This is an optimization exercise on Yosys and OpenROAD, whose aim is small area and a short achievable clock period, not a production implementation.
RTL that was checked went through simulation tests only; none was proved equivalent to the original.
No functional check of the RTL was part of run 1.

==> flow/design.v (outline; a module is shown in full before it is edited, if it fits) <==
// module recip_x2_lut: 20 lines
// module float_recip: 172 lines
// module mul_a: 544 lines
// module mul_c: 1022 lines
// module booth_enc: 13 lines
// module rfa: 6 lines
// module rha: 6 lines
// module rbp: 7 lines
// module rbp_sel: 5 lines
// module rbp_inv: 5 lines
module float_recip(clk,rst,i_cip,i_sj,i_vstart,i_vector_length,i_v0,i_v1,i_v2,i_v3,i_v4,i_v5,i_v6,i_v7,o_result, o_busy);
  // ...
==> flow/flow/run.sh <==
#!/bin/bash
set -euo pipefail
bash standard.sh SETUP_SLACK_MARGIN=6.85 "BUFFER_PORTS_ARGS=-buffer_cell sky130_fd_sc_hd__buf_2" finish > standard_flow.log 2>&1
==> flow/standard.sh <==
#!/bin/bash
# synth_recipe.tcl (not shown) runs the flow's synth.tcl, then flattens the netlist and writes it again
# the make line also repeats each setting of config.mk as NAME=value (left out here)
make -C /OpenROAD-flow-scripts/flow DESIGN_CONFIG=/design/flow/config.mk WORK_HOME=/design/flow/orfs CLKGATE_MAP_FILE= SYNTH_SCRIPT=/design/flow/synth_recipe.tcl "${@:-finish}"
==> flow/config.mk <==
export PLATFORM = sky130hd
export DESIGN_NAME = float_recip
export DESIGN_NICKNAME = float_recip
export VERILOG_FILES = /design/flow/design.v
export SDC_FILE = /design/flow/constraint.sdc
export NUM_CORES = 4
export LEC_CHECK = 0
export CAP_MARGIN = 20
export CORE_MARGIN = 2
export CORE_UTILIZATION = 40
export CTS_CLUSTER_DIAMETER = 120
export CTS_CLUSTER_SIZE = 24
export PLACE_DENSITY = 0.6
export SLEW_MARGIN = 20
export SYNTH_HIERARCHICAL = 1
export SYNTH_MINIMUM_KEEP_SIZE = 0
==> flow/constraint.sdc <==
create_clock -name core_clock -period 10.0 [get_ports {clk}]
set_input_delay 2.0000 -clock core_clock [delete_from_list [all_inputs] [get_ports {clk}]]
set_output_delay 2.0000 -clock core_clock [all_outputs]
set_load 0.01 [all_outputs]
==> reports/summary.txt, run 1 <==
Status - timing/DRC/antenna clean
Depth of the worst hold-timing path - 0
Register area - 16100 sq um
Hold Startpoint - se8[1]
Final Hold Vio Count - 0
Non-clk invs - 119
DR vias/cell - 5.75
Final Util - 45.2%
Slew @ Worst Pin - 1.00 ns
Setup_tns - 0 ns
Total Wirelength - 131 mm
WL met1 - 50.9 mm
Vias - 32700
First-pass GRT wire length - 199 mm
Worst Clk Skew - 0.0683 ns
Routed Antenna Nets - 0
Setup repair after global routing missed its margin - true
R2R setup slack - 6.83 ns
Critical Path Sink - pb_11[36]
Die height - 335 um
Most frequent cells in the layout - dfxtp_1, a22o_1, xor2_1, buf_2, fa_1
DRT Pass-1 Iters - 6
Diode count - 13
Cells after Synth - 4010
Area Growth Syn to Fin - 12.1%
Final setup margin - 6.83 ns
Crit path buf inv count - 2
Global Route met1 Usage - 27.6%
Final setup viols - 0
Final net count - 5327
FF-to-FF Start - one10[4]
Global Route Usage Sum - 22.7%
Min Tclk post-route - 3.17 ns
==> run 2: changes to the inputs <==
--- a/flow/design.v
+++ b/flow/design.v
@@ -423,49 +423,48 @@
 rbp b6_12 (.one(one[6]), .two(two[6]), .neg(sg6), .a(m[12]), .b(m[11]), .p(p6_12));
 wire p6_13;
 rbp b6_13 (.one(one[6]), .two(two[6]), .neg(sg6), .a(m[13]), .b(m[12]), .p(p6_13));
 wire p6_14;
 rbp b6_14 (.one(one[6]), .two(two[6]), .neg(sg6), .a(m[14]), .b(m[13]), .p(p6_14));
 wire p6_15;
 rbp b6_15 (.one(one[6]), .two(two[6]), .neg(sg6), .a(m[15]), .b(m[14]), .p(p6_15));
 wire p6_16 = (two[6] & m[15]) ^ sg6;
-wire sg7 = sg[7];
-wire p7_0 = (one[7] & m[0]) ^ sg7;
+wire p7_0 = (one[7] & m[0]);
 wire p7_1;
-rbp b7_1 (.one(one[7]), .two(two[7]), .neg(sg7), .a(m[1]), .b(m[0]), .p(p7_1));
+rbp_sel b7_1 (.one(one[7]), .two(two[7]), .a(m[1]), .b(m[0]), .t(p7_1));
 wire p7_2;
-rbp b7_2 (.one(one[7]), .two(two[7]), .neg(sg7), .a(m[2]), .b(m[1]), .p(p7_2));
+rbp_sel b7_2 (.one(one[7]), .two(two[7]), .a(m[2]), .b(m[1]), .t(p7_2));
 wire p7_3;
-rbp b7_3 (.one(one[7]), .two(two[7]), .neg(sg7), .a(m[3]), .b(m[2]), .p(p7_3));
+rbp_sel b7_3 (.one(one[7]), .two(two[7]), .a(m[3]), .b(m[2]), .t(p7_3));
 wire p7_4;
-rbp b7_4 (.one(one[7]), .two(two[7]), .neg(sg7), .a(m[4]), .b(m[3]), .p(p7_4));
+rbp_sel b7_4 (.one(one[7]), .two(two[7]), .a(m[4]), .b(m[3]), .t(p7_4));
 wire p7_5;
-rbp b7_5 (.one(one[7]), .two(two[7]), .neg(sg7), .a(m[5]), .b(m[4]), .p(p7_5));
+rbp_sel b7_5 (.one(one[7]), .two(two[7]), .a(m[5]), .b(m[4]), .t(p7_5));
 wire p7_6;
-rbp b7_6 (.one(one[7]), .two(two[7]), .neg(sg7), .a(m[6]), .b(m[5]), .p(p7_6));
+rbp_sel b7_6 (.one(one[7]), .two(two[7]), .a(m[6]), .b(m[5]), .t(p7_6));
 wire p7_7;
-rbp b7_7 (.one(one[7]), .two(two[7]), .neg(sg7), .a(m[7]), .b(m[6]), .p(p7_7));
+rbp_sel b7_7 (.one(one[7]), .two(two[7]), .a(m[7]), .b(m[6]), .t(p7_7));
 wire p7_8;
-rbp b7_8 (.one(one[7]), .two(two[7]), .neg(sg7), .a(m[8]), .b(m[7]), .p(p7_8));
+rbp_sel b7_8 (.one(one[7]), .two(two[7]), .a(m[8]), .b(m[7]), .t(p7_8));
 wire p7_9;
-rbp b7_9 (.one(one[7]), .two(two[7]), .neg(sg7), .a(m[9]), .b(m[8]), .p(p7_9));
+rbp_sel b7_9 (.one(one[7]), .two(two[7]), .a(m[9]), .b(m[8]), .t(p7_9));
 wire p7_10;
-rbp b7_10 (.one(one[7]), .two(two[7]), .neg(sg7), .a(m[10]), .b(m[9]), .p(p7_10));
+rbp_sel b7_10 (.one(one[7]), .two(two[7]), .a(m[10]), .b(m[9]), .t(p7_10));
 wire p7_11;
-rbp b7_11 (.one(one[7]), .two(two[7]), .neg(sg7), .a(m[11]), .b(m[10]), .p(p7_11));
+rbp_sel b7_11 (.one(one[7]), .two(two[7]), .a(m[11]), .b(m[10]), .t(p7_11));
 wire p7_12;
-rbp b7_12 (.one(one[7]), .two(two[7]), .neg(sg7), .a(m[12]), .b(m[11]), .p(p7_12));
+rbp_sel b7_12 (.one(one[7]), .two(two[7]), .a(m[12]), .b(m[11]), .t(p7_12));
 wire p7_13;
-rbp b7_13 (.one(one[7]), .two(two[7]), .neg(sg7), .a(m[13]), .b(m[12]), .p(p7_13));
+rbp_sel b7_13 (.one(one[7]), .two(two[7]), .a(m[13]), .b(m[12]), .t(p7_13));
 wire p7_14;
-rbp b7_14 (.one(one[7]), .two(two[7]), .neg(sg7), .a(m[14]), .b(m[13]), .p(p7_14));
+rbp_sel b7_14 (.one(one[7]), .two(two[7]), .a(m[14]), .b(m[13]), .t(p7_14));
 wire p7_15;
-rbp b7_15 (.one(one[7]), .two(two[7]), .neg(sg7), .a(m[15]), .b(m[14]), .p(p7_15));
-wire p7_16 = (two[7] & m[15]) ^ sg7;
+rbp_sel b7_15 (.one(one[7]), .two(two[7]), .a(m[15]), .b(m[14]), .t(p7_15));
+wire p7_16 = (two[7] & m[15]);
 wire ts0 = ~(~m[0]);
 wire tc0 = ~m[0];
 wire ts1 = ~((~sg0) ^ (~m[1]));
 wire tc1 = (~sg0) | (~m[1]);
 wire ts2 = ~(~m[2]);
 wire tc2 = ~m[2];
 wire ts3, tc3;
 rha uts3 (.a(sg5), .b(p0_10), .s(ts3), .co(tc3));
@@ -475,269 +474,265 @@
 rfa uts5 (.a(sg6), .b(p0_12), .c(p1_10), .s(ts5), .co(tc5));
 wire ts6, tc6;
 rha uts6 (.a(p2_8), .b(p3_6), .s(ts6), .co(tc6));
 wire ts7, tc7;
 rfa uts7 (.a(p0_13), .b(p1_11), .c(p2_9), .s(ts7), .co(tc7));
 wire ts8, tc8;
 rha uts8 (.a(p3_7), .b(p4_5), .s(ts8), .co(tc8));
 wire ts9, tc9;
-rfa uts9 (.a(sg7), .b(p0_14), .c(p1_12), .s(ts9), .co(tc9));
+rfa uts9 (.a(p0_14), .b(p1_12), .c(p2_10), .s(ts9), .co(tc9));
 wire ts10, tc10;
-rfa uts10 (.a(p2_10), .b(p3_8), .c(p4_6), .s(ts10), .co(tc10));
+rfa uts10 (.a(p3_8), .b(p4_6), .c(p5_4), .s(ts10), .co(tc10));
 wire ts11, tc11;
-rha uts11 (.a(p5_4), .b(p6_2), .s(ts11), .co(tc11));
+rfa uts11 (.a(p0_15), .b(p1_13), .c(p2_11), .s(ts11), .co(tc11));
 wire ts12, tc12;
-rfa uts12 (.a(p0_15), .b(p1_13), .c(p2_11), .s(ts12), .co(tc12));
+rfa uts12 (.a(p3_9), .b(p4_7), .c(p5_5), .s(ts12), .co(tc12));
 wire ts13, tc13;
-rfa uts13 (.a(p3_9), .b(p4_7), .c(p5_5), .s(ts13), .co(tc13));
+rfa uts13 (.a(ts0), .b(p0_16), .c(p1_14), .s(ts13), .co(tc13));
 wire ts14, tc14;
-rha uts14 (.a(p6_3), .b(p7_1), .s(ts14), .co(tc14));
+rfa uts14 (.a(p2_12), .b(p3_10), .c(p4_8), .s(ts14), .co(tc14));
 wire ts15, tc15;
-rfa uts15 (.a(ts0), .b(p0_16), .c(p1_14), .s(ts15), .co(tc15));
+rha uts15 (.a(p5_6), .b(p6_4), .s(ts15), .co(tc15));
 wire ts16, tc16;
-rfa uts16 (.a(p2_12), .b(p3_10), .c(p4_8), .s(ts16), .co(tc16));
+rfa uts16 (.a(tc0), .b(ts1), .c(p1_15), .s(ts16), .co(tc16));
 wire ts17, tc17;
-rfa uts17 (.a(p5_6), .b(p6_4), .c(p7_2), .s(ts17), .co(tc17));
+rfa uts17 (.a(p2_13), .b(p3_11), .c(p4_9), .s(ts17), .co(tc17));
 wire ts18, tc18;
-rfa uts18 (.a(tc0), .b(ts1), .c(p1_15), .s(ts18), .co(tc18));
+rfa uts18 (.a(p5_7), .b(p6_5), .c(p7_3), .s(ts18), .co(tc18));
 wire ts19, tc19;
-rfa uts19 (.a(p2_13), .b(p3_11), .c(p4_9), .s(ts19), .co(tc19));
+rfa uts19 (.a(ts2), .b(tc1), .c(p1_16), .s(ts19), .co(tc19));
 wire ts20, tc20;
-rfa uts20 (.a(p5_7), .b(p6_5), .c(p7_3), .s(ts20), .co(tc20));
+rfa uts20 (.a(p2_14), .b(p3_12), .c(p4_10), .s(ts20), .co(tc20));
 wire ts21, tc21;
-rfa uts21 (.a(ts2), .b(tc1), .c(p1_16), .s(ts21), .co(tc21));
+rfa uts21 (.a(p5_8), .b(p6_6), .c(p7_4), .s(ts21), .co(tc21));
 wire ts22, tc22;
-rfa uts22 (.a(p2_14), .b(p3_12), .c(p4_10), .s(ts22), .co(tc22));
+rfa uts22 (.a(~sg1), .b(tc2), .c(~m[3]), .s(ts22), .co(tc22));
 wire ts23, tc23;
-rfa uts23 (.a(p5_8), .b(p6_6), .c(p7_4), .s(ts23), .co(tc23));
+rfa uts23 (.a(p2_15), .b(p3_13), .c(p4_11), .s(ts23), .co(tc23));
 wire ts24, tc24;
-rfa uts24 (.a(~sg1), .b(tc2), .c(~m[3]), .s(ts24), .co(tc24));
-wire ts25, tc25;
-rfa uts25 (.a(p2_15), .b(p3_13), .c(p4_11), .s(ts25), .co(tc25));
+rfa uts24 (.a(p5_9), .b(p6_7), .c(p7_5), .s(ts24), .co(tc24));
+wire ts25 = ~((~m[4]) ^ (p2_16));
+wire tc25 = (~m[4]) | (p2_16);
 wire ts26, tc26;
-rfa uts26 (.a(p5_9), .b(p6_7), .c(p7_5), .s(ts26), .co(tc26));
-wire ts27 = ~((~m[4]) ^ (p2_16));
-wire tc27 = (~m[4]) | (p2_16);
+rfa uts26 (.a(p3_14), .b(p4_12), .c(p5_10), .s(ts26), .co(tc26));
+wire ts27, tc27;
+rha uts27 (.a(p6_8), .b(p7_6), .s(ts27), .co(tc27));
 wire ts28, tc28;
-rfa uts28 (.a(p3_14), .b(p4_12), .c(p5_10), .s(ts28), .co(tc28));
+rfa uts28 (.a(~sg2), .b(~m[5]), .c(p3_15), .s(ts28), .co(tc28));
 wire ts29, tc29;
-rha uts29 (.a(p6_8), .b(p7_6), .s(ts29), .co(tc29));
-wire ts30, tc30;
-rfa uts30 (.a(~sg2), .b(~m[5]), .c(p3_15), .s(ts30), .co(tc30));
+rfa uts29 (.a(p4_13), .b(p5_11), .c(p6_9), .s(ts29), .co(tc29));
+wire ts30 = ~((~m[6]) ^ (p3_16));
+wire tc30 = (~m[6]) | (p3_16);
 wire ts31, tc31;
-rfa uts31 (.a(p4_13), .b(p5_11), .c(p6_9), .s(ts31), .co(tc31));
-wire ts32 = ~((~m[6]) ^ (p3_16));
-wire tc32 = (~m[6]) | (p3_16);
-wire ts33, tc33;
-rha uts33 (.a(p4_14), .b(p5_12), .s(ts33), .co(tc33));
+rha uts31 (.a(p4_14), .b(p5_12), .s(ts31), .co(tc31));
+wire ts32, tc32;
+rfa uts32 (.a(~sg3), .b(~m[7]), .c(p4_15), .s(ts32), .co(tc32));
+wire ts33 = ~(~m[8]);
+wire tc33 = ~m[8];
 wire ts34, tc34;
-rfa uts34 (.a(~sg3), .b(~m[7]), .c(p4_15), .s(ts34), .co(tc34));
-wire ts35 = ~(~m[8]);
-wire tc35 = ~m[8];
+rha uts34 (.a(sg3), .b(p0_6), .s(ts34), .co(tc34));
+wire ts35, tc35;
+rha uts35 (.a(p0_7), .b(p1_5), .s(ts35), .co(tc35));
 wire ts36, tc36;
-rha uts36 (.a(sg3), .b(p0_6), .s(ts36), .co(tc36));
+rfa uts36 (.a(sg4), .b(p0_8), .c(p1_6), .s(ts36), .co(tc36));
 wire ts37, tc37;
-rha uts37 (.a(p0_7), .b(p1_5), .s(ts37), .co(tc37));
+rha uts37 (.a(p2_4), .b(p3_2), .s(ts37), .co(tc37));
 wire ts38, tc38;
-rfa uts38 (.a(sg4), .b(p0_8), .c(p1_6), .s(ts38), .co(tc38));
+rfa uts38 (.a(p0_9), .b(p1_7), .c(p2_5), .s(ts38), .co(tc38));
 wire ts39, tc39;
-rha uts39 (.a(p2_4), .b(p3_2), .s(ts39), .co(tc39));
+rha uts39 (.a(p3_3), .b(p4_1), .s(ts39), .co(tc39));
 wire ts40, tc40;
-rfa uts40 (.a(p0_9), .b(p1_7), .c(p2_5), .s(ts40), .co(tc40));
+rfa uts40 (.a(p1_8), .b(p2_6), .c(p3_4), .s(ts40), .co(tc40));
 wire ts41, tc41;
-rha uts41 (.a(p3_3), .b(p4_1), .s(ts41), .co(tc41));
+rfa uts41 (.a(p4_2), .b(p5_0), .c(ts3), .s(ts41), .co(tc41));
 wire ts42, tc42;
-rfa uts42 (.a(p1_8), .b(p2_6), .c(p3_4), .s(ts42), .co(tc42));
+rfa uts42 (.a(p2_7), .b(p3_5), .c(p4_3), .s(ts42), .co(tc42));
 wire ts43, tc43;
-rfa uts43 (.a(p4_2), .b(p5_0), .c(ts3), .s(ts43), .co(tc43));
+rfa uts43 (.a(p5_1), .b(tc3), .c(ts4), .s(ts43), .co(tc43));
 wire ts44, tc44;
-rfa uts44 (.a(p2_7), .b(p3_5), .c(p4_3), .s(ts44), .co(tc44));
+rfa uts44 (.a(p4_4), .b(p5_2), .c(p6_0), .s(ts44), .co(tc44));
 wire ts45, tc45;
-rfa uts45 (.a(p5_1), .b(tc3), .c(ts4), .s(ts45), .co(tc45));
+rfa uts45 (.a(tc4), .b(ts6), .c(ts5), .s(ts45), .co(tc45));
 wire ts46, tc46;
-rfa uts46 (.a(p4_4), .b(p5_2), .c(p6_0), .s(ts46), .co(tc46));
+rfa uts46 (.a(p5_3), .b(p6_1), .c(tc6), .s(ts46), .co(tc46));
 wire ts47, tc47;
-rfa uts47 (.a(tc4), .b(ts6), .c(ts5), .s(ts47), .co(tc47));
+rfa uts47 (.a(ts8), .b(tc5), .c(ts7), .s(ts47), .co(tc47));
 wire ts48, tc48;
-rfa uts48 (.a(p5_3), .b(p6_1), .c(tc6), .s(ts48), .co(tc48));
+rfa uts48 (.a(p6_2), .b(p7_0), .c(tc8), .s(ts48), .co(tc48));
 wire ts49, tc49;
-rfa uts49 (.a(ts8), .b(tc5), .c(ts7), .s(ts49), .co(tc49));
+rfa uts49 (.a(tc7), .b(ts9), .c(ts10), .s(ts49), .co(tc49));
 wire ts50, tc50;
-rfa uts50 (.a(p7_0), .b(tc8), .c(ts11), .s(ts50), .co(tc50));
+rfa uts50 (.a(p6_3), .b(p7_1), .c(tc9), .s(ts50), .co(tc50));
 wire ts51, tc51;
-rfa uts51 (.a(tc7), .b(ts9), .c(ts10), .s(ts51), .co(tc51));
+rfa uts51 (.a(tc10), .b(ts11), .c(ts12), .s(ts51), .co(tc51));
 wire ts52, tc52;
-rfa uts52 (.a(tc11), .b(ts14), .c(tc9), .s(ts52), .co(tc52));
+rfa uts52 (.a(p7_2), .b(ts15), .c(tc11), .s(ts52), .co(tc52));
 wire ts53, tc53;
-rfa uts53 (.a(tc10), .b(ts12), .c(ts13), .s(ts53), .co(tc53));
+rfa uts53 (.a(tc12), .b(ts13), .c(ts14), .s(ts53), .co(tc53));
 wire ts54, tc54;
-rfa uts54 (.a(tc14), .b(tc12), .c(tc13), .s(ts54), .co(tc54));
+rfa uts54 (.a(tc15), .b(tc13), .c(tc14), .s(ts54), .co(tc54));
 wire ts55, tc55;
-rfa uts55 (.a(ts15), .b(ts16), .c(ts17), .s(ts55), .co(tc55));
+rfa uts55 (.a(ts16), .b(ts17), .c(ts18), .s(ts55), .co(tc55));
 wire ts56, tc56;
-rfa uts56 (.a(tc15), .b(tc16), .c(tc17), .s(ts56), .co(tc56));
+rfa uts56 (.a(tc16), .b(tc17), .c(tc18), .s(ts56), .co(tc56));
 wire ts57, tc57;
-rfa uts57 (.a(ts18), .b(ts19), .c(ts20), .s(ts57), .co(tc57));
+rfa uts57 (.a(ts19), .b(ts20), .c(ts21), .s(ts57), .co(tc57));
 wire ts58, tc58;
-rfa uts58 (.a(tc18), .b(tc19), .c(tc20), .s(ts58), .co(tc58));
+rfa uts58 (.a(ts22), .b(tc19), .c(tc20), .s(ts58), .co(tc58));
 wire ts59, tc59;
-rfa uts59 (.a(ts21), .b(ts22), .c(ts23), .s(ts59), .co(tc59));
+rfa uts59 (.a(tc21), .b(ts23), .c(ts24), .s(ts59), .co(tc59));
 wire ts60, tc60;
-rfa uts60 (.a(ts24), .b(tc21), .c(tc22), .s(ts60), .co(tc60));
+rfa uts60 (.a(tc22), .b(ts25), .c(ts27), .s(ts60), .co(tc60));
 wire ts61, tc61;
-rfa uts61 (.a(tc23), .b(ts25), .c(ts26), .s(ts61), .co(tc61));
+rfa uts61 (.a(tc23), .b(tc24), .c(ts26), .s(ts61), .co(tc61));
 wire ts62, tc62;
-rfa uts62 (.a(tc24), .b(ts27), .c(ts29), .s(ts62), .co(tc62));
+rfa uts62 (.a(p7_7), .b(tc27), .c(tc25), .s(ts62), .co(tc62));
 wire ts63, tc63;
-rfa uts63 (.a(tc25), .b(tc26), .c(ts28), .s(ts63), .co(tc63));
+rfa uts63 (.a(tc26), .b(ts28), .c(ts29), .s(ts63), .co(tc63));
 wire ts64, tc64;
-rfa uts64 (.a(p7_7), .b(tc29), .c(tc27), .s(ts64), .co(tc64));
+rfa uts64 (.a(p6_10), .b(p7_8), .c(ts30), .s(ts64), .co(tc64));
 wire ts65, tc65;
-rfa uts65 (.a(tc28), .b(ts30), .c(ts31), .s(ts65), .co(tc65));
+rfa uts65 (.a(ts31), .b(tc28), .c(tc29), .s(ts65), .co(tc65));
 wire ts66, tc66;
-rfa uts66 (.a(p6_10), .b(p7_8), .c(ts32), .s(ts66), .co(tc66));
+rfa uts66 (.a(p5_13), .b(p6_11), .c(p7_9), .s(ts66), .co(tc66));
 wire ts67, tc67;
-rfa uts67 (.a(ts33), .b(tc30), .c(tc31), .s(ts67), .co(tc67));
+rfa uts67 (.a(tc31), .b(tc30), .c(ts32), .s(ts67), .co(tc67));
 wire ts68, tc68;
-rfa uts68 (.a(p5_13), .b(p6_11), .c(p7_9), .s(ts68), .co(tc68));
+rfa uts68 (.a(ts33), .b(p4_16), .c(p5_14), .s(ts68), .co(tc68));
 wire ts69, tc69;
-rfa uts69 (.a(tc33), .b(tc32), .c(ts34), .s(ts69), .co(tc69));
+rfa uts69 (.a(p6_12), .b(p7_10), .c(tc32), .s(ts69), .co(tc69));
 wire ts70, tc70;
-rfa uts70 (.a(ts35), .b(p4_16), .c(p5_14), .s(ts70), .co(tc70));
+rfa uts70 (.a(~sg4), .b(tc33), .c(~m[9]), .s(ts70), .co(tc70));
 wire ts71, tc71;
-rfa uts71 (.a(p6_12), .b(p7_10), .c(tc34), .s(ts71), .co(tc71));
-wire ts72, tc72;
-rfa uts72 (.a(~sg4), .b(tc35), .c(~m[9]), .s(ts72), .co(tc72));
+rfa uts71 (.a(p5_15), .b(p6_13), .c(p7_11), .s(ts71), .co(tc71));
+wire ts72 = ~((~m[10]) ^ (p5_16));
+wire tc72 = (~m[10]) | (p5_16);
 wire ts73, tc73;
-rfa uts73 (.a(p5_15), .b(p6_13), .c(p7_11), .s(ts73), .co(tc73));
-wire ts74 = ~((~m[10]) ^ (p5_16));
-wire tc74 = (~m[10]) | (p5_16);
-wire ts75, tc75;
-rha uts75 (.a(p6_14), .b(p7_12), .s(ts75), .co(tc75));
+rha uts73 (.a(p6_14), .b(p7_12), .s(ts73), .co(tc73));
+wire ts74, tc74;
+rfa uts74 (.a(~sg5), .b(~m[11]), .c(p6_15), .s(ts74), .co(tc74));
+wire ts75 = ~(~m[12]);
+wire tc75 = ~m[12];
 wire ts76, tc76;
-rfa uts76 (.a(~sg5), .b(~m[11]), .c(p6_15), .s(ts76), .co(tc76));
-wire ts77 = ~(~m[12]);
-wire tc77 = ~m[12];
+rha uts76 (.a(sg2), .b(p0_4), .s(ts76), .co(tc76));
+wire ts77, tc77;
+rha uts77 (.a(p0_5), .b(p1_3), .s(ts77), .co(tc77));
 wire ts78, tc78;
-rha uts78 (.a(sg2), .b(p0_4), .s(ts78), .co(tc78));
+rfa uts78 (.a(p1_4), .b(p2_2), .c(p3_0), .s(ts78), .co(tc78));
 wire ts79, tc79;
-rha uts79 (.a(p0_5), .b(p1_3), .s(ts79), .co(tc79));
+rfa uts79 (.a(p2_3), .b(p3_1), .c(tc34), .s(ts79), .co(tc79));
 wire ts80, tc80;
-rfa uts80 (.a(p1_4), .b(p2_2), .c(p3_0), .s(ts80), .co(tc80));
+rfa uts80 (.a(p4_0), .b(tc35), .c(ts37), .s(ts80), .co(tc80));
 wire ts81, tc81;
-rfa uts81 (.a(p2_3), .b(p3_1), .c(tc36), .s(ts81), .co(tc81));
+rfa uts81 (.a(tc37), .b(ts39), .c(tc36), .s(ts81), .co(tc81));
 wire ts82, tc82;
-rfa uts82 (.a(p4_0), .b(tc37), .c(ts39), .s(ts82), .co(tc82));
+rfa uts82 (.a(tc39), .b(tc38), .c(ts40), .s(ts82), .co(tc82));
 wire ts83, tc83;
-rfa uts83 (.a(tc39), .b(ts41), .c(tc38), .s(ts83), .co(tc83));
+rfa uts83 (.a(tc40), .b(ts42), .c(tc41), .s(ts83), .co(tc83));
 wire ts84, tc84;
-rfa uts84 (.a(tc41), .b(tc40), .c(ts42), .s(ts84), .co(tc84));
+rfa uts84 (.a(tc42), .b(ts44), .c(tc43), .s(ts84), .co(tc84));
 wire ts85, tc85;
-rfa uts85 (.a(tc42), .b(ts44), .c(tc43), .s(ts85), .co(tc85));
+rfa uts85 (.a(tc44), .b(ts46), .c(tc45), .s(ts85), .co(tc85));
 wire ts86, tc86;
-rfa uts86 (.a(tc44), .b(ts46), .c(tc45), .s(ts86), .co(tc86));
+rfa uts86 (.a(tc46), .b(ts48), .c(tc47), .s(ts86), .co(tc86));
 wire ts87, tc87;
-rfa uts87 (.a(tc46), .b(ts48), .c(tc47), .s(ts87), .co(tc87));
+rfa uts87 (.a(tc48), .b(tc49), .c(ts50), .s(ts87), .co(tc87));
 wire ts88, tc88;
-rfa uts88 (.a(tc48), .b(ts50), .c(tc49), .s(ts88), .co(tc88));
+rfa uts88 (.a(tc50), .b(tc51), .c(ts52), .s(ts88), .co(tc88));
 wire ts89, tc89;
-rfa uts89 (.a(tc50), .b(tc51), .c(ts52), .s(ts89), .co(tc89));
+rfa uts89 (.a(tc52), .b(tc53), .c(ts54), .s(ts89), .co(tc89));
 wire ts90, tc90;
-rfa uts90 (.a(tc52), .b(tc53), .c(ts54), .s(ts90), .co(tc90));
+rfa uts90 (.a(tc54), .b(tc55), .c(ts56), .s(ts90), .co(tc90));
 wire ts91, tc91;
-rfa uts91 (.a(tc54), .b(tc55), .c(ts56), .s(ts91), .co(tc91));
+rfa uts91 (.a(tc56), .b(tc57), .c(ts58), .s(ts91), .co(tc91));
 wire ts92, tc92;
-rfa uts92 (.a(tc56), .b(tc57), .c(ts58), .s(ts92), .co(tc92));
+rfa uts92 (.a(ts60), .b(tc58), .c(tc59), .s(ts92), .co(tc92));
 wire ts93, tc93;
-rfa uts93 (.a(tc58), .b(tc59), .c(ts60), .s(ts93), .co(tc93));
+rfa uts93 (.a(tc60), .b(ts62), .c(tc61), .s(ts93), .co(tc93));
 wire ts94, tc94;
-rfa uts94 (.a(ts62), .b(tc60), .c(tc61), .s(ts94), .co(tc94));
+rfa uts94 (.a(tc62), .b(ts64), .c(tc63), .s(ts94), .co(tc94));
 wire ts95, tc95;
-rfa uts95 (.a(tc62), .b(ts64), .c(tc63), .s(ts95), .co(tc95));
+rfa uts95 (.a(ts66), .b(tc64), .c(tc65), .s(ts95), .co(tc95));
 wire ts96, tc96;
-rfa uts96 (.a(tc64), .b(ts66), .c(tc65), .s(ts96), .co(tc96));
+rfa uts96 (.a(tc66), .b(ts68), .c(tc67), .s(ts96), .co(tc96));
 wire ts97, tc97;
-rfa uts97 (.a(ts68), .b(tc66), .c(tc67), .s(ts97), .co(tc97));
+rfa uts97 (.a(ts70), .b(tc68), .c(ts71), .s(ts97), .co(tc97));
 wire ts98, tc98;
-rfa uts98 (.a(tc68), .b(ts70), .c(tc69), .s(ts98), .co(tc98));
+rfa uts98 (.a(tc70), .b(ts72), .c(ts73), .s(ts98), .co(tc98));
 wire ts99, tc99;
-rfa uts99 (.a(ts72), .b(tc70), .c(ts73), .s(ts99), .co(tc99));
+rfa uts99 (.a(p7_13), .b(tc73), .c(tc72), .s(ts99), .co(tc99));
 wire ts100, tc100;
-rfa uts100 (.a(tc72), .b(ts74), .c(ts75), .s(ts100), .co(tc100));
+rfa uts100 (.a(ts75), .b(p6_16), .c(p7_14), .s(ts100), .co(tc100));
 wire ts101, tc101;
-rfa uts101 (.a(p7_13), .b(tc75), .c(tc74), .s(ts101), .co(tc101));
-wire ts102, tc102;
-rfa uts102 (.a(ts77), .b(p6_16), .c(p7_14), .s(ts102), .co(tc102));
+rfa uts101 (.a(~sg6), .b(tc75), .c(~m[13]), .s(ts101), .co(tc101));
+wire ts102 = ~(~m[14]);
+wire tc102 = ~m[14];
 wire ts103, tc103;
-rfa uts103 (.a(~sg6), .b(tc77), .c(~m[13]), .s(ts103), .co(tc103));
-wire ts104 = ~(~m[14]);
-wire tc104 = ~m[14];
+rha uts103 (.a(sg1), .b(p0_2), .s(ts103), .co(tc103));
+wire ts104, tc104;
+rha uts104 (.a(p0_3), .b(p1_1), .s(ts104), .co(tc104));
 wire ts105, tc105;
-rha uts105 (.a(sg1), .b(p0_2), .s(ts105), .co(tc105));
+rfa uts105 (.a(p1_2), .b(p2_0), .c(ts76), .s(ts105), .co(tc105));
 wire ts106, tc106;
-rha uts106 (.a(p0_3), .b(p1_1), .s(ts106), .co(tc106));
+rfa uts106 (.a(p2_1), .b(tc76), .c(ts77), .s(ts106), .co(tc106));
 wire ts107, tc107;
-rfa uts107 (.a(p1_2), .b(p2_0), .c(ts78), .s(ts107), .co(tc107));
+rfa uts107 (.a(tc77), .b(ts34), .c(ts78), .s(ts107), .co(tc107));
 wire ts108, tc108;
-rfa uts108 (.a(p2_1), .b(tc78), .c(ts79), .s(ts108), .co(tc108));
+rfa uts108 (.a(ts35), .b(tc78), .c(ts79), .s(ts108), .co(tc108));
 wire ts109, tc109;
-rfa uts109 (.a(tc79), .b(ts36), .c(ts80), .s(ts109), .co(tc109));
+rfa uts109 (.a(ts36), .b(tc79), .c(ts80), .s(ts109), .co(tc109));
 wire ts110, tc110;
-rfa uts110 (.a(ts37), .b(tc80), .c(ts81), .s(ts110), .co(tc110));
+rfa uts110 (.a(ts38), .b(tc80), .c(ts81), .s(ts110), .co(tc110));
 wire ts111, tc111;
-rfa uts111 (.a(ts38), .b(tc81), .c(ts82), .s(ts111), .co(tc111));
+rfa uts111 (.a(ts41), .b(tc81), .c(ts82), .s(ts111), .co(tc111));
 wire ts112, tc112;
-rfa uts112 (.a(ts40), .b(tc82), .c(ts83), .s(ts112), .co(tc112));
+rfa uts112 (.a(ts43), .b(tc82), .c(ts83), .s(ts112), .co(tc112));
 wire ts113, tc113;
-rfa uts113 (.a(ts43), .b(tc83), .c(ts84), .s(ts113), .co(tc113));
+rfa uts113 (.a(ts45), .b(tc83), .c(ts84), .s(ts113), .co(tc113));
 wire ts114, tc114;
-rfa uts114 (.a(ts45), .b(tc84), .c(ts85), .s(ts114), .co(tc114));
+rfa uts114 (.a(ts47), .b(tc84), .c(ts85), .s(ts114), .co(tc114));
 wire ts115, tc115;
-rfa uts115 (.a(ts47), .b(tc85), .c(ts86), .s(ts115), .co(tc115));
+rfa uts115 (.a(ts49), .b(tc85), .c(ts86), .s(ts115), .co(tc115));
 wire ts116, tc116;
-rfa uts116 (.a(ts49), .b(tc86), .c(ts87), .s(ts116), .co(tc116));
+rfa uts116 (.a(ts51), .b(tc86), .c(ts87), .s(ts116), .co(tc116));
 wire ts117, tc117;
-rfa uts117 (.a(ts51), .b(tc87), .c(ts88), .s(ts117), .co(tc117));
+rfa uts117 (.a(ts53), .b(tc87), .c(ts88), .s(ts117), .co(tc117));
 wire ts118, tc118;
-rfa uts118 (.a(ts53), .b(tc88), .c(ts89), .s(ts118), .co(tc118));
+rfa uts118 (.a(ts55), .b(tc88), .c(ts89), .s(ts118), .co(tc118));
 wire ts119, tc119;
-rfa uts119 (.a(ts55), .b(tc89), .c(ts90), .s(ts119), .co(tc119));
+rfa uts119 (.a(ts57), .b(tc89), .c(ts90), .s(ts119), .co(tc119));
 wire ts120, tc120;
-rfa uts120 (.a(ts57), .b(tc90), .c(ts91), .s(ts120), .co(tc120));
+rfa uts120 (.a(ts59), .b(tc90), .c(ts91), .s(ts120), .co(tc120));
 wire ts121, tc121;
-rfa uts121 (.a(ts59), .b(tc91), .c(ts92), .s(ts121), .co(tc121));
+rfa uts121 (.a(ts61), .b(tc91), .c(ts92), .s(ts121), .co(tc121));
 wire ts122, tc122;
-rfa uts122 (.a(ts61), .b(tc92), .c(ts93), .s(ts122), .co(tc122));
+rfa uts122 (.a(ts63), .b(tc92), .c(ts93), .s(ts122), .co(tc122));
 wire ts123, tc123;
-rfa uts123 (.a(ts63), .b(tc93), .c(ts94), .s(ts123), .co(tc123));
+rfa uts123 (.a(ts65), .b(tc93), .c(ts94), .s(ts123), .co(tc123));
 wire ts124, tc124;
-rfa uts124 (.a(ts65), .b(tc94), .c(ts95), .s(ts124), .co(tc124));
+rfa uts124 (.a(ts67), .b(tc94), .c(ts95), .s(ts124), .co(tc124));
 wire ts125, tc125;
-rfa uts125 (.a(ts67), .b(tc95), .c(ts96), .s(ts125), .co(tc125));
+rfa uts125 (.a(ts69), .b(tc95), .c(ts96), .s(ts125), .co(tc125));
 wire ts126, tc126;
-rfa uts126 (.a(ts69), .b(tc96), .c(ts97), .s(ts126), .co(tc126));
+rfa uts126 (.a(tc69), .b(ts97), .c(tc96), .s(ts126), .co(tc126));
 wire ts127, tc127;
-rfa uts127 (.a(ts71), .b(tc97), .c(ts98), .s(ts127), .co(tc127));
+rfa uts127 (.a(tc71), .b(ts98), .c(tc97), .s(ts127), .co(tc127));
 wire ts128, tc128;
-rfa uts128 (.a(tc71), .b(ts99), .c(tc98), .s(ts128), .co(tc128));
+rfa uts128 (.a(ts74), .b(tc98), .c(ts99), .s(ts128), .co(tc128));
 wire ts129, tc129;
-rfa uts129 (.a(tc73), .b(ts100), .c(tc99), .s(ts129), .co(tc129));
+rfa uts129 (.a(tc74), .b(ts100), .c(tc99), .s(ts129), .co(tc129));
 wire ts130, tc130;
-rfa uts130 (.a(ts76), .b(tc100), .c(ts101), .s(ts130), .co(tc130));
+rfa uts130 (.a(ts101), .b(p7_15), .c(tc100), .s(ts130), .co(tc130));
 wire ts131, tc131;
-rfa uts131 (.a(tc76), .b(ts102), .c(tc101), .s(ts131), .co(tc131));
-wire ts132, tc132;
-rfa uts132 (.a(ts103), .b(p7_15), .c(tc102), .s(ts132), .co(tc132));
-wire ts133, tc133;
-rfa uts133 (.a(ts104), .b(tc103), .c(p7_16), .s(ts133), .co(tc133));
-wire ts134, tc134;
-rfa uts134 (.a(~sg7), .b(tc104), .c(~m[15]), .s(ts134), .co(tc134));
-assign ra = {tc134, tc133, tc132, tc131, tc130, tc129, tc128, tc127, tc126, tc125, tc124, tc123, tc122, tc121, tc120, tc119, tc118, tc117, tc116, tc115, tc114, tc113, tc112, tc111, tc110, tc109, tc108, tc107, tc106, tc105, ts105, p0_1, sg0};
-assign rb = {1'b1, ts134, ts133, ts132, ts131, ts130, ts129, ts128, ts127, ts126, ts125, ts124, ts123, ts122, ts121, ts120, ts119, ts118, ts117, ts116, ts115, ts114, ts113, ts112, ts111, ts110, ts109, ts108, ts107, ts106, p1_0, 1'b0, p0_0};
+rfa uts131 (.a(ts102), .b(tc101), .c(p7_16), .s(ts131), .co(tc131));
+wire ts132 = ~((tc102) ^ (~m[15]));
+wire tc132 = (tc102) | (~m[15]);
+assign ra = {tc132, tc131, tc130, tc129, tc128, tc127, tc126, tc125, tc124, tc123, tc122, tc121, tc120, tc119, tc118, tc117, tc116, tc115, tc114, tc113, tc112, tc111, tc110, tc109, tc108, tc107, tc106, tc105, tc104, tc103, ts103, p0_1, sg0};
+assign rb = {1'b1, ts132, ts131, ts130, ts129, ts128, ts127, ts126, ts125, ts124, ts123, ts122, ts121, ts120, ts119, ts118, ts117, ts116, ts115, ts114, ts113, ts112, ts111, ts110, ts109, ts108, ts107, ts106, ts105, ts104, p1_0, 1'b0, p0_0};
 endmodule
 module mul_c(neg, one, two, m, ra, rb);
 input  wire [7:0] neg;
 input  wire [7:0] one;
 input  wire [7:0] two;
 input  wire [31:0] m;
 output wire [48:0] ra;
 output wire [48:0] rb;
@@ -1191,99 +1186,98 @@
 rbp b6_28 (.one(one[6]), .two(two[6]), .neg(sg6), .a(m[28]), .b(m[27]), .p(p6_28));
 wire p6_29;
 rbp b6_29 (.one(one[6]), .two(two[6]), .neg(sg6), .a(m[29]), .b(m[28]), .p(p6_29));
 wire p6_30;
 rbp b6_30 (.one(one[6]), .two(two[6]), .neg(sg6), .a(m[30]), .b(m[29]), .p(p6_30));
 wire p6_31;
 rbp b6_31 (.one(one[6]), .two(two[6]), .neg(sg6), .a(m[31]), .b(m[30]), .p(p6_31));
 wire p6_32 = (two[6] & m[31]) ^ sg6;
-wire sg7 = neg[7];
-wire p7_0 = (one[7] & m[0]) ^ sg7;
+wire p7_0 = ~(one[7] & m[0]);
 wire p7_1;
-rbp b7_1 (.one(one[7]), .two(two[7]), .neg(sg7), .a(m[1]), .b(m[0]), .p(p7_1));
+rbp_seln b7_1 (.one(one[7]), .two(two[7]), .a(m[1]), .b(m[0]), .tn(p7_1));
 wire p7_2;
-rbp b7_2 (.one(one[7]), .two(two[7]), .neg(sg7), .a(m[2]), .b(m[1]), .p(p7_2));
+rbp_seln b7_2 (.one(one[7]), .two(two[7]), .a(m[2]), .b(m[1]), .tn(p7_2));
 wire p7_3;
-rbp b7_3 (.one(one[7]), .two(two[7]), .neg(sg7), .a(m[3]), .b(m[2]), .p(p7_3));
+rbp_seln b7_3 (.one(one[7]), .two(two[7]), .a(m[3]), .b(m[2]), .tn(p7_3));
 wire p7_4;
-rbp b7_4 (.one(one[7]), .two(two[7]), .neg(sg7), .a(m[4]), .b(m[3]), .p(p7_4));
+rbp_seln b7_4 (.one(one[7]), .two(two[7]), .a(m[4]), .b(m[3]), .tn(p7_4));
 wire p7_5;
-rbp b7_5 (.one(one[7]), .two(two[7]), .neg(sg7), .a(m[5]), .b(m[4]), .p(p7_5));
+rbp_seln b7_5 (.one(one[7]), .two(two[7]), .a(m[5]), .b(m[4]), .tn(p7_5));
 wire p7_6;
-rbp b7_6 (.one(one[7]), .two(two[7]), .neg(sg7), .a(m[6]), .b(m[5]), .p(p7_6));
+rbp_seln b7_6 (.one(one[7]), .two(two[7]), .a(m[6]), .b(m[5]), .tn(p7_6));
 wire p7_7;
-rbp b7_7 (.one(one[7]), .two(two[7]), .neg(sg7), .a(m[7]), .b(m[6]), .p(p7_7));
+rbp_seln b7_7 (.one(one[7]), .two(two[7]), .a(m[7]), .b(m[6]), .tn(p7_7));
 wire p7_8;
-rbp b7_8 (.one(one[7]), .two(two[7]), .neg(sg7), .a(m[8]), .b(m[7]), .p(p7_8));
+rbp_seln b7_8 (.one(one[7]), .two(two[7]), .a(m[8]), .b(m[7]), .tn(p7_8));
 wire p7_9;
-rbp b7_9 (.one(one[7]), .two(two[7]), .neg(sg7), .a(m[9]), .b(m[8]), .p(p7_9));
+rbp_seln b7_9 (.one(one[7]), .two(two[7]), .a(m[9]), .b(m[8]), .tn(p7_9));
 wire p7_10;
-rbp b7_10 (.one(one[7]), .two(two[7]), .neg(sg7), .a(m[10]), .b(m[9]), .p(p7_10));
+rbp_seln b7_10 (.one(one[7]), .two(two[7]), .a(m[10]), .b(m[9]), .tn(p7_10));
 wire p7_11;
-rbp b7_11 (.one(one[7]), .two(two[7]), .neg(sg7), .a(m[11]), .b(m[10]), .p(p7_11));
+rbp_seln b7_11 (.one(one[7]), .two(two[7]), .a(m[11]), .b(m[10]), .tn(p7_11));
 wire p7_12;
-rbp b7_12 (.one(one[7]), .two(two[7]), .neg(sg7), .a(m[12]), .b(m[11]), .p(p7_12));
+rbp_seln b7_12 (.one(one[7]), .two(two[7]), .a(m[12]), .b(m[11]), .tn(p7_12));
 wire p7_13;
-rbp b7_13 (.one(one[7]), .two(two[7]), .neg(sg7), .a(m[13]), .b(m[12]), .p(p7_13));
+rbp_seln b7_13 (.one(one[7]), .two(two[7]), .a(m[13]), .b(m[12]), .tn(p7_13));
 wire p7_14;
-rbp b7_14 (.one(one[7]), .two(two[7]), .neg(sg7), .a(m[14]), .b(m[13]), .p(p7_14));
+rbp_seln b7_14 (.one(one[7]), .two(two[7]), .a(m[14]), .b(m[13]), .tn(p7_14));
 wire p7_15;
-rbp b7_15 (.one(one[7]), .two(two[7]), .neg(sg7), .a(m[15]), .b(m[14]), .p(p7_15));
+rbp_seln b7_15 (.one(one[7]), .two(two[7]), .a(m[15]), .b(m[14]), .tn(p7_15));
 wire p7_16;
-rbp b7_16 (.one(one[7]), .two(two[7]), .neg(sg7), .a(m[16]), .b(m[15]), .p(p7_16));
+rbp_seln b7_16 (.one(one[7]), .two(two[7]), .a(m[16]), .b(m[15]), .tn(p7_16));
 wire p7_17;
-rbp b7_17 (.one(one[7]), .two(two[7]), .neg(sg7), .a(m[17]), .b(m[16]), .p(p7_17));
+rbp_seln b7_17 (.one(one[7]), .two(two[7]), .a(m[17]), .b(m[16]), .tn(p7_17));
 wire p7_18;
-rbp b7_18 (.one(one[7]), .two(two[7]), .neg(sg7), .a(m[18]), .b(m[17]), .p(p7_18));
+rbp_seln b7_18 (.one(one[7]), .two(two[7]), .a(m[18]), .b(m[17]), .tn(p7_18));
 wire p7_19;
-rbp b7_19 (.one(one[7]), .two(two[7]), .neg(sg7), .a(m[19]), .b(m[18]), .p(p7_19));
+rbp_seln b7_19 (.one(one[7]), .two(two[7]), .a(m[19]), .b(m[18]), .tn(p7_19));
 wire p7_20;
-rbp b7_20 (.one(one[7]), .two(two[7]), .neg(sg7), .a(m[20]), .b(m[19]), .p(p7_20));
+rbp_seln b7_20 (.one(one[7]), .two(two[7]), .a(m[20]), .b(m[19]), .tn(p7_20));
 wire p7_21;
-rbp b7_21 (.one(one[7]), .two(two[7]), .neg(sg7), .a(m[21]), .b(m[20]), .p(p7_21));
+rbp_seln b7_21 (.one(one[7]), .two(two[7]), .a(m[21]), .b(m[20]), .tn(p7_21));
 wire p7_22;
-rbp b7_22 (.one(one[7]), .two(two[7]), .neg(sg7), .a(m[22]), .b(m[21]), .p(p7_22));
+rbp_seln b7_22 (.one(one[7]), .two(two[7]), .a(m[22]), .b(m[21]), .tn(p7_22));
 wire p7_23;
-rbp b7_23 (.one(one[7]), .two(two[7]), .neg(sg7), .a(m[23]), .b(m[22]), .p(p7_23));
+rbp_seln b7_23 (.one(one[7]), .two(two[7]), .a(m[23]), .b(m[22]), .tn(p7_23));
 wire p7_24;
-rbp b7_24 (.one(one[7]), .two(two[7]), .neg(sg7), .a(m[24]), .b(m[23]), .p(p7_24));
+rbp_seln b7_24 (.one(one[7]), .two(two[7]), .a(m[24]), .b(m[23]), .tn(p7_24));
 wire p7_25;
-rbp b7_25 (.one(one[7]), .two(two[7]), .neg(sg7), .a(m[25]), .b(m[24]), .p(p7_25));
+rbp_seln b7_25 (.one(one[7]), .two(two[7]), .a(m[25]), .b(m[24]), .tn(p7_25));
 wire p7_26;
-rbp b7_26 (.one(one[7]), .two(two[7]), .neg(sg7), .a(m[26]), .b(m[25]), .p(p7_26));
+rbp_seln b7_26 (.one(one[7]), .two(two[7]), .a(m[26]), .b(m[25]), .tn(p7_26));
 wire p7_27;
-rbp b7_27 (.one(one[7]), .two(two[7]), .neg(sg7), .a(m[27]), .b(m[26]), .p(p7_27));
+rbp_seln b7_27 (.one(one[7]), .two(two[7]), .a(m[27]), .b(m[26]), .tn(p7_27));
 wire p7_28;
-rbp b7_28 (.one(one[7]), .two(two[7]), .neg(sg7), .a(m[28]), .b(m[27]), .p(p7_28));
+rbp_seln b7_28 (.one(one[7]), .two(two[7]), .a(m[28]), .b(m[27]), .tn(p7_28));
 wire p7_29;
-rbp b7_29 (.one(one[7]), .two(two[7]), .neg(sg7), .a(m[29]), .b(m[28]), .p(p7_29));
+rbp_seln b7_29 (.one(one[7]), .two(two[7]), .a(m[29]), .b(m[28]), .tn(p7_29));
 wire p7_30;
-rbp b7_30 (.one(one[7]), .two(two[7]), .neg(sg7), .a(m[30]), .b(m[29]), .p(p7_30));
+rbp_seln b7_30 (.one(one[7]), .two(two[7]), .a(m[30]), .b(m[29]), .tn(p7_30));
 wire p7_31;
-rbp b7_31 (.one(one[7]), .two(two[7]), .neg(sg7), .a(m[31]), .b(m[30]), .p(p7_31));
-wire p7_32 = (two[7] & m[31]) ^ sg7;
+rbp_seln b7_31 (.one(one[7]), .two(two[7]), .a(m[31]), .b(m[30]), .tn(p7_31));
+wire p7_32 = ~(two[7] & m[31]);
 wire ts0 = ~(~sg0);
 wire tc0 = ~sg0;
 wire ts1 = ~(m[18]);
 wire tc1 = m[18];
 wire ts2, tc2;
 rha uts2 (.a(sg5), .b(p0_10), .s(ts2), .co(tc2));
 wire ts3, tc3;
 rha uts3 (.a(p0_11), .b(p1_9), .s(ts3), .co(tc3));
 wire ts4, tc4;
 rfa uts4 (.a(sg6), .b(p0_12), .c(p1_10), .s(ts4), .co(tc4));
 wire ts5, tc5;
 rha uts5 (.a(p2_8), .b(p3_6), .s(ts5), .co(tc5));
 wire ts6, tc6;
 rfa uts6 (.a(p0_13), .b(p1_11), .c(p2_9), .s(ts6), .co(tc6));
 wire ts7, tc7;
 rha uts7 (.a(p3_7), .b(p4_5), .s(ts7), .co(tc7));
-wire ts8, tc8;
-rfa uts8 (.a(sg7), .b(p0_14), .c(p1_12), .s(ts8), .co(tc8));
+wire ts8 = ~((p0_14) ^ (p1_12));
+wire tc8 = (p0_14) | (p1_12);
 wire ts9, tc9;
 rfa uts9 (.a(p2_10), .b(p3_8), .c(p4_6), .s(ts9), .co(tc9));
 wire ts10, tc10;
 rha uts10 (.a(p5_4), .b(p6_2), .s(ts10), .co(tc10));
 wire ts11, tc11;
 rfa uts11 (.a(p0_15), .b(p1_13), .c(p2_11), .s(ts11), .co(tc11));
 wire ts12, tc12;
 rfa uts12 (.a(p3_9), .b(p4_7), .c(p5_5), .s(ts12), .co(tc12));
@@ -1451,21 +1445,21 @@
 rfa uts93 (.a(p4_4), .b(p5_2), .c(p6_0), .s(ts93), .co(tc93));
 wire ts94, tc94;
 rfa uts94 (.a(tc3), .b(ts5), .c(ts4), .s(ts94), .co(tc94));
 wire ts95, tc95;
 rfa uts95 (.a(p5_3), .b(p6_1), .c(tc5), .s(ts95), .co(tc95));
 wire ts96, tc96;
 rfa uts96 (.a(ts7), .b(tc4), .c(ts6), .s(ts96), .co(tc96));
 wire ts97, tc97;
-rfa uts97 (.a(p7_0), .b(tc7), .c(ts10), .s(ts97), .co(tc97));
+rfa uts97 (.a(p7_0), .b(tc7), .c(ts8), .s(ts97), .co(tc97));
 wire ts98, tc98;
-rfa uts98 (.a(tc6), .b(ts8), .c(ts9), .s(ts98), .co(tc98));
+rfa uts98 (.a(ts10), .b(tc6), .c(ts9), .s(ts98), .co(tc98));
 wire ts99, tc99;
-rfa uts99 (.a(tc10), .b(ts13), .c(tc8), .s(ts99), .co(tc99));
+rfa uts99 (.a(tc10), .b(tc8), .c(ts13), .s(ts99), .co(tc99));
 wire ts100, tc100;
 rfa uts100 (.a(tc9), .b(ts11), .c(ts12), .s(ts100), .co(tc100));
 wire ts101, tc101;
 rfa uts101 (.a(tc13), .b(tc11), .c(tc12), .s(ts101), .co(tc101));
 wire ts102, tc102;
 rfa uts102 (.a(ts14), .b(ts15), .c(ts16), .s(ts102), .co(tc102));
 wire ts103, tc103;
 rfa uts103 (.a(tc14), .b(tc15), .c(tc16), .s(ts103), .co(tc103));
@@ -1593,17 +1587,17 @@
 rfa uts164 (.a(tc89), .b(ts91), .c(tc90), .s(ts164), .co(tc164));
 wire ts165, tc165;
 rfa uts165 (.a(tc91), .b(ts93), .c(tc92), .s(ts165), .co(tc165));
 wire ts166, tc166;
 rfa uts166 (.a(tc93), .b(ts95), .c(tc94), .s(ts166), .co(tc166));
 wire ts167, tc167;
 rfa uts167 (.a(tc95), .b(ts97), .c(tc96), .s(ts167), .co(tc167));
 wire ts168, tc168;
-rfa uts168 (.a(tc97), .b(tc98), .c(ts99), .s(ts168), .co(tc168));
+rfa uts168 (.a(tc97), .b(ts99), .c(tc98), .s(ts168), .co(tc168));
 wire ts169, tc169;
 rfa uts169 (.a(tc99), .b(tc100), .c(ts101), .s(ts169), .co(tc169));
 wire ts170, tc170;
 rfa uts170 (.a(tc101), .b(tc102), .c(ts103), .s(ts170), .co(tc170));
 wire ts171, tc171;
 rfa uts171 (.a(tc103), .b(tc104), .c(ts105), .s(ts171), .co(tc171));
 wire ts172, tc172;
 rfa uts172 (.a(tc105), .b(tc106), .c(ts107), .s(ts172), .co(tc172));
@@ -1747,17 +1741,17 @@
 rfa uts241 (.a(ts155), .b(tc195), .c(ts196), .s(ts241), .co(tc241));
 wire ts242, tc242;
 rfa uts242 (.a(tc155), .b(ts197), .c(tc196), .s(ts242), .co(tc242));
 wire ts243, tc243;
 rfa uts243 (.a(ts198), .b(p7_31), .c(tc197), .s(ts243), .co(tc243));
 wire ts244, tc244;
 rfa uts244 (.a(ts199), .b(tc198), .c(p7_32), .s(ts244), .co(tc244));
 wire ts245, tc245;
-rfa uts245 (.a(~sg7), .b(tc199), .c(m[31]), .s(ts245), .co(tc245));
+rha uts245 (.a(tc199), .b(m[31]), .s(ts245), .co(tc245));
 assign ra = {tc245, tc244, tc243, tc242, tc241, tc240, tc239, tc238, tc237, tc236, tc235, tc234, tc233, tc232, tc231, tc230, tc229, tc228, tc227, tc226, tc225, tc224, tc223, tc222, tc221, tc220, tc219, tc218, tc217, tc216, tc215, tc214, tc213, tc212, tc211, tc210, tc209, tc208, tc207, tc206, tc205, tc204, tc203, tc202, tc201, tc200, ts200, p0_1, sg0};
 assign rb = {1'b1, ts245, ts244, ts243, ts242, ts241, ts240, ts239, ts238, ts237, ts236, ts235, ts234, ts233, ts232, ts231, ts230, ts229, ts228, ts227, ts226, ts225, ts224, ts223, ts222, ts221, ts220, ts219, ts218, ts217, ts216, ts215, ts214, ts213, ts212, ts211, ts210, ts209, ts208, ts207, ts206, ts205, ts204, ts203, ts202, ts201, p1_0, 1'b0, p0_0};
 endmodule
 module booth_enc(yl, neg, one, two);
 input  wire [14:0] yl;
 output wire [7:0] neg;
 output wire [7:0] one;
 output wire [7:0] two;
@@ -1788,13 +1782,18 @@
 rbp_sel sel (.one(one), .two(two), .a(a), .b(b), .t(t));
 rbp_inv inv (.t(t), .neg(neg), .p(p));
 endmodule
 module rbp_sel(one, two, a, b, t);
 input wire one, two, a, b;
 output wire t;
 assign t = (one & a) | (two & b);
 endmodule
+module rbp_seln(one, two, a, b, tn);
+input wire one, two, a, b;
+output wire tn;
+assign tn = ~((one & a) | (two & b));
+endmodule
 module rbp_inv(t, neg, p);
 input wire t, neg;
 output wire p;
 assign p = t ^ neg;
 endmodule
==> flow/config.mk (replaced) <==
export PLATFORM = sky130hd
export DESIGN_NAME = float_recip
export DESIGN_NICKNAME = float_recip
export VERILOG_FILES = /design/flow/design.v
export SDC_FILE = /design/flow/constraint.sdc
export NUM_CORES = 4
export LEC_CHECK = 0
export CAP_MARGIN = 20
export CORE_MARGIN = 2
export CORE_UTILIZATION = 40
export CTS_CLUSTER_DIAMETER = 150
export CTS_CLUSTER_SIZE = 30
export PLACE_DENSITY = 0.6
export SLEW_MARGIN = 20
export SYNTH_HIERARCHICAL = 1
export SYNTH_MINIMUM_KEEP_SIZE = 0
==> reports/summary.txt, run 2 <==
Drt first-iter violations - 2953 (was 3119)
CP required - 8.00 ns (was 10.49 ns)
FF-to-FF Start - one10[0] (was one10[4])
Synth Warn # - 7 (unchanged)
Die width - 334 um (was 335 um)
Post-synthesis cell area - 43500 sq um (was 43900 sq um)
Initial antenna violation count - 25 (was 26)
Hpwl dp - 84.6 mm (was 85.8 mm)
Congestion Overflow GR - 0 (unchanged)
Worst Setup SP - busy (was one10[4])
Slew @ Worst Pin - 1.01 ns (was 1.00 ns)
Worst setup SP type - flop (unchanged)
Final hold slack - 0.308 ns (was 0.324 ns)
Final net count - 5223 (was 5327)
Vias in the first global route - 32000 (was 33000)
Min Tclk post-route - 3.18 ns (was 3.17 ns)
Root Buffer - clkbuf_16 (unchanged)
Register area - 16100 sq um (about the same)
RR Endpoint - pb_11[28] (was pb_11[36])
Max Cap Violations - 0 (unchanged)
Status - timing/DRC/antenna clean (unchanged)
First-pass GRT wire length - 193 mm (was 199 mm)
Die height - 334 um (was 335 um)
Global Route Usage Sum - 22.0% (was 22.7%)
Max incr delay on CP - 0.38 ns (was 0.51 ns)
Share of cells above drive strength 1 - 19.6% (was 18.8%)
CP Max Fanout - 2 (was 7)
Row cnt - 121 (unchanged)
Setup repair after global routing missed its margin - true (unchanged)
DP Area - 45700 sq um (was 46200 sq um)
Clock transition at the registers of the reported paths - 0.12 ns (was 0.09 ns)
CTS Hold Bufs - 0 (unchanged)
Top-level I/O count - 667 (unchanged)
Final Hold Vio Count - 0 (unchanged)
Routed Antenna Nets - 0 (unchanged)
# clock sinks - 784 (unchanged)
Clock tree buffer depth - 3 (unchanged)
Non-filler cells, final - 5585 (was 5692)
Delay-heaviest family, CP - flip-flops (was adder cells)
Crit end category - output port (was flop)
Hold Path Class - reg -> reg (unchanged)
Setup_tns - 0 ns (unchanged)
Worst path depth - 1 (was 8)
Gpl congestion - 1.02 (was 0.981)
Cells after Synth - 3957 (was 4010)
Effective utilization at floorplan - 40.2% (was 40.4%)
Largest net degree at the start of global routing - 92 (unchanged)
Total Wirelength - 129 mm (was 131 mm)
DRT Pass-1 Iters - 7 (was 6)
Worst Clk Skew - 0.0456 ns (was 0.0683 ns)
WL per Instance - 23.0 um (about the same)
F_max - 314 MHz (was 316 MHz)
DR vias/cell - 5.80 (was 5.75)
CTS Buf Count - 31 (was 40)
Hold Startpoint - two9[1] (was se8[1])
Worst path slowest cell - dfxtp_2 (was fa_1)
Max FFs per register - 64 (unchanged)
Final Util - 44.6% (was 45.2%)
Final setup viols - 0 (unchanged)
Most common cell after layout, fill and taps aside - dfxtp_1 (unchanged)
Depth of the worst hold-timing path - 0 (unchanged)
Post-Syn Area per Cell - 11.0 sq um (about the same)
Pins Over Slew Limit - 0 (unchanged)
Slew Limit Headroom - 32.2% (was 32.9%)
Worst-case reg-to-reg path depth - 8 (unchanged)
R2R setup slack - 6.86 ns (was 6.83 ns)
Cells after DPL - 5453 (was 5556)
WS Path Type - reg -> out (was reg -> reg)
Design area - 48300 sq um (was 49200 sq um)
Area Growth Syn to Fin - 11.0% (was 12.1%)
Arr. time, crit path - 1.18 ns (was 3.65 ns)
Largest Register - o_result (unchanged)
Clock latency on the worst-skew pair - 0.69 ns (was 0.66 ns)
Die area - 111000 sq um (was 113000 sq um)
Most frequent cells in the layout - dfxtp_1, a22o_1, buf_2, xor2_1, fa_1 (was dfxtp_1, a22o_1, xor2_1, buf_2, fa_1)
Cells along the critical path - buf_6 (was buf_8 -> buf_4 -> a22o_1 -> xor2_1 -> fa_2 -> fa_1 -> fa_1 -> fa_1)
WHS Endpoint - two10[1] (was se9[1])
# DRC - 0 (unchanged)
Crit path buf inv count - 1 (was 2)
Area occupied by multi-input gates - 25700 sq um (was 26400 sq um)
Core area - 108000 sq um (was 109000 sq um)
Vias - 32400 (was 32700)
Fill cells - 10200 (was 10100)
CTS tree - built (unchanged)
H-tree depth - 1 (was 2)
Buffers on Ports - 365 (unchanged)
Final period utilization - 31.8% (was 31.7%)
run 2: cell type report:
| cell class | count | share of cell area (%) |
|---|---|---|
| multi-input cells | 2719 | 53.1 |
| flip-flops and latches | 784 | 33.3 |
| repair buffers | 494 | 7.14 |
| well taps | 1414 | 3.66 |
| clock buffers | 36 | 1.64 |
| inverters | 121 | 0.939 |
| clock inverters | 4 | 0.199 |
| diodes | 13 | 0.0673 |
run 2: stage by stage:
stage                     worst slack, ns
final                                6.82
after global routing                 6.77
after global placement               6.23
after floorplan                      6.86
after detailed placement             6.47
after CTS                            6.78
run 2: how the worst max path moves through the flow:
stage	endpoint
after global placement	two8[1]
after floorplan	b3b_9[20]
after CTS	o_busy
after global routing	o_busy
after detailed placement	pb_11[21]
final	o_busy
run 2: per-layer routing:
| layer | wire length (um) | global-route usage [%] | up-vias |
|---|---|---|---|
| li1 | - | - | 14600 |
| met4 | 7190 | 10.6 | 4 |
| met5 | 27 | 0 | - |
| met2 | 60900 | 37.6 | 1784 |
| met1 | 50100 | 27.3 | 15600 |
| met3 | 10300 | 3.08 | 419 |
run 2: what timing repair did:
item,CTS,global route
gates resized for setup,120,105
endpoints found under the setup margin,123,124
buffers inserted,27,52
pin swaps,2,36
endpoints found under the hold margin,0,0
==> run 3: changes to the inputs <==
--- a/flow/config.mk
+++ b/flow/config.mk
@@ -7,10 +7,10 @@
 export LEC_CHECK = 0
 export CAP_MARGIN = 20
 export CORE_MARGIN = 2
-export CORE_UTILIZATION = 40
-export CTS_CLUSTER_DIAMETER = 150
-export CTS_CLUSTER_SIZE = 30
-export PLACE_DENSITY = 0.6
+export CORE_UTILIZATION = 55
+export CTS_CLUSTER_DIAMETER = 120
+export CTS_CLUSTER_SIZE = 24
+export PLACE_DENSITY = 0.7
 export SLEW_MARGIN = 20
 export SYNTH_HIERARCHICAL = 1
 export SYNTH_MINIMUM_KEEP_SIZE = 0
==> reports/summary.txt, run 3 <==
Status - timing/DRC/antenna clean (unchanged)
Cells along the critical path - a22o_1 -> xor2_1 -> fa_1 -> fa_1 -> fa_1 -> fa_1 (was buf_6)
Row cnt - 103 (was 121)
Global Route Usage Sum - 28.9% (was 22.0%)
Max Cap Violations - 0 (unchanged)
Max incr delay on CP - 0.64 ns (was 0.38 ns)
Die width - 285 um (was 334 um)
FF-to-FF Start - two8[1] (was one10[0])
Worst setup SP type - flop (unchanged)
Pins Over Slew Limit - 0 (unchanged)
Die height - 285 um (was 334 um)
CP Max Fanout - 17 (was 2)
Final Hold Vio Count - 0 (unchanged)
Final net count - 5196 (was 5223)
Diode count - 0 (was 13)
Cells after Synth - 3957 (unchanged)
Buffers on Ports - 365 (unchanged)
Effective utilization at floorplan - 55.4% (was 40.2%)
# clock sinks - 784 (unchanged)
CP required - 10.52 ns (was 8.00 ns)
CP most frequent cell - fa_1
Hold Path Class - reg -> reg (unchanged)
Arr. time, crit path - 3.66 ns (was 1.18 ns)
CTS Hold Bufs - 0 (unchanged)
Crit end category - flop (was output port)
Critical Path Sink - b3b_9[18] (was o_busy)
WS Path Type - reg -> reg (was reg -> out)
Top-level I/O count - 667 (unchanged)
Largest net degree at the start of global routing - 92 (unchanged)
Setup_tns - 0 ns (unchanged)
Total Wirelength - 122 mm (was 129 mm)
Share of cells above drive strength 1 - 18.1% (was 19.6%)
DRT Pass-1 Iters - 6 (was 7)
Final setup viols - 0 (unchanged)
Worst Clk Skew - 0.0261 ns (was 0.0456 ns)
Drt first-iter violations - 3472 (was 2953)
Initial antenna violation count - 1 (was 25)
Post-synthesis cell area - 43500 sq um (unchanged)
Worst path slowest cell - dfxtp_2 (unchanged)
Gpl congestion - 0.999 (was 1.02)
Root Buffer - clkbuf_16 (unchanged)
DR vias/cell - 6.33 (was 5.80)
Depth of the worst hold-timing path - 0 (unchanged)
F_max - 319 MHz (was 314 MHz)
Worst-case reg-to-reg path depth - 6 (was 8)
Final Util - 60.4% (was 44.6%)
Post-Syn Area per Cell - 11.0 sq um (unchanged)
Vias in the first global route - 33100 (was 32000)
# DRC - 0 (unchanged)
Clock latency on the worst-skew pair - 0.63 ns (was 0.69 ns)
Core area - 78600 sq um (was 108000 sq um)
Most frequent cells in the layout - dfxtp_1, a22o_1, buf_2, xor2_1, fa_1 (unchanged)
Worst Setup SP - two8[1] (was busy)
Vias - 32800 (was 32400)
Slew Limit Headroom - 26.9% (was 32.2%)
CTS Buf Count - 41 (was 31)
Area Growth Syn to Fin - 9.02% (was 11.0%)
H-tree depth - 2 (was 1)
RR Endpoint - b3b_9[18] (was pb_11[28])
Min Tclk post-route - 3.13 ns (was 3.18 ns)
Final period utilization - 31.3% (was 31.8%)
Largest Register - o_result (unchanged)
Most common cell after layout, fill and taps aside - dfxtp_1 (unchanged)
Congestion Overflow GR - 0 (unchanged)
WL per Instance - 23.6 um (was 23.0 um)
First-pass GRT wire length - 186 mm (was 193 mm)
R2R setup slack - 6.87 ns (was 6.86 ns)
Synth Warn # - 7 (unchanged)
Hpwl dp - 80.3 mm (was 84.6 mm)
Max FFs per register - 64 (unchanged)
Routed Antenna Nets - 0 (unchanged)
Die area - 81400 sq um (was 111000 sq um)
Clock tree buffer depth - 3 (unchanged)
CTS tree - built (unchanged)
Slew @ Worst Pin - 1.09 ns (was 1.01 ns)
Clock transition at the registers of the reported paths - 0.10 ns (was 0.12 ns)
Setup repair after global routing missed its margin - true (unchanged)
-- run 3: critical path, delay by kind of cell (launching register included) --
| family | cells | cell delay, ns |
|---|---|---|
| adder cells (fa/ha/maj) | 4 | 1.95 |
| flip-flops | 1 | 0.64 |
| AO/OA/AOI/OAI | 1 | 0.24 |
| XOR/XNOR | 1 | 0.20 |
-- run 3: cell type report --
type,instances,area (sq um)
clock buffers,45,1040
clock inverters,10,181
fillers,6472,31100
inverters,121,454
multi-input cells,2719,25500
flip-flops and latches,784,16000
well taps,1050,1310
repair buffers,457,2930
-- run 3: worst min-delay path by stage --
stage	from	endpoint	slack (ns)
6_report	d7lo[3]	d8[3]	0.31
5_1_grt	d2[12]	d3[12]	0.33
4_1_cts	d7lo[2]	d8[2]	0.31
3_5_place_dp	neg9[5]	neg10[5]	0.31
3_3_place_gp	neg9[0]	neg10[0]	0.31
2_1_floorplan	neg9[0]	neg10[0]	0.31
-- run 3: what timing repair did --
| item | 4_1_cts | 5_1_grt |
|---|---|---|
| resized for setup | 93 | 48 |
| endpoints found under the setup margin | 102 | 79 |
| setup buffers | 6 | 45 |
| endpoints found under the hold margin | 0 | 0 |
| cloned | 0 | 0 |
| pin swaps | 2 | 8 |
-- run 3: per-stage QoR --
step / setup slack (ns) / instances / hold WS (ns) / cell area (sq um)
final: 6.87 / 5186 / 0.312 / 47500
after global routing: 6.82 / 5186 / 0.326 / 47500
after CTS: 6.81 / 5141 / 0.314 / 46600
after detailed placement: 6.49 / 5080 / 0.312 / 45100
after global placement: 6.51 / 5080 / 0.309 / 45100
after floorplan: 6.86 / 3957 / 0.309 / 43600
-- run 3: layer usage --
layer	global-route usage [%]	up-vias	part of all wire [%]
met5	0	-	0
met4	15.2	0	6.2
met3	5.73	496	8.9
met2	49.8	1951	48
met1	34.0	15800	37
li1	-	14600	-

## separate check: timing with driven ports
Ports are ideal in the flow. The routed layouts listed here were re-timed in OpenROAD.
Step 1 sets driving cells, clkbuf_16 on the clock port and buf_2 on the other inputs (assumed; they add their load-dependent delay and slew).
Step 2, shift: input delay + t, output delay - t, t = (earliest + latest rising clock arrival at the registers) / 2. This alone moves slack from input paths to output paths.
Slacks: ideal / step 1 / step 2; pairs: ideal / step 1.
run	shift t [ns]	slack for setup (ns)	worst hold slack (ns)	worst setup path at the end	worst data-port slew with drivers (ns)
run 1	0.707	6.832 / 6.807 / 6.832	0.324 / 0.324 / 0.324	register to register	0.14
run 2	0.739	6.820 / 6.748 / 6.858	0.308 / 0.308 / 0.308	register to register	0.16
run 3	0.690	6.869 / 6.835 / 6.869	0.312 / 0.312 / 0.312	register to register	0.12
After both steps every run listed still meets setup and hold.
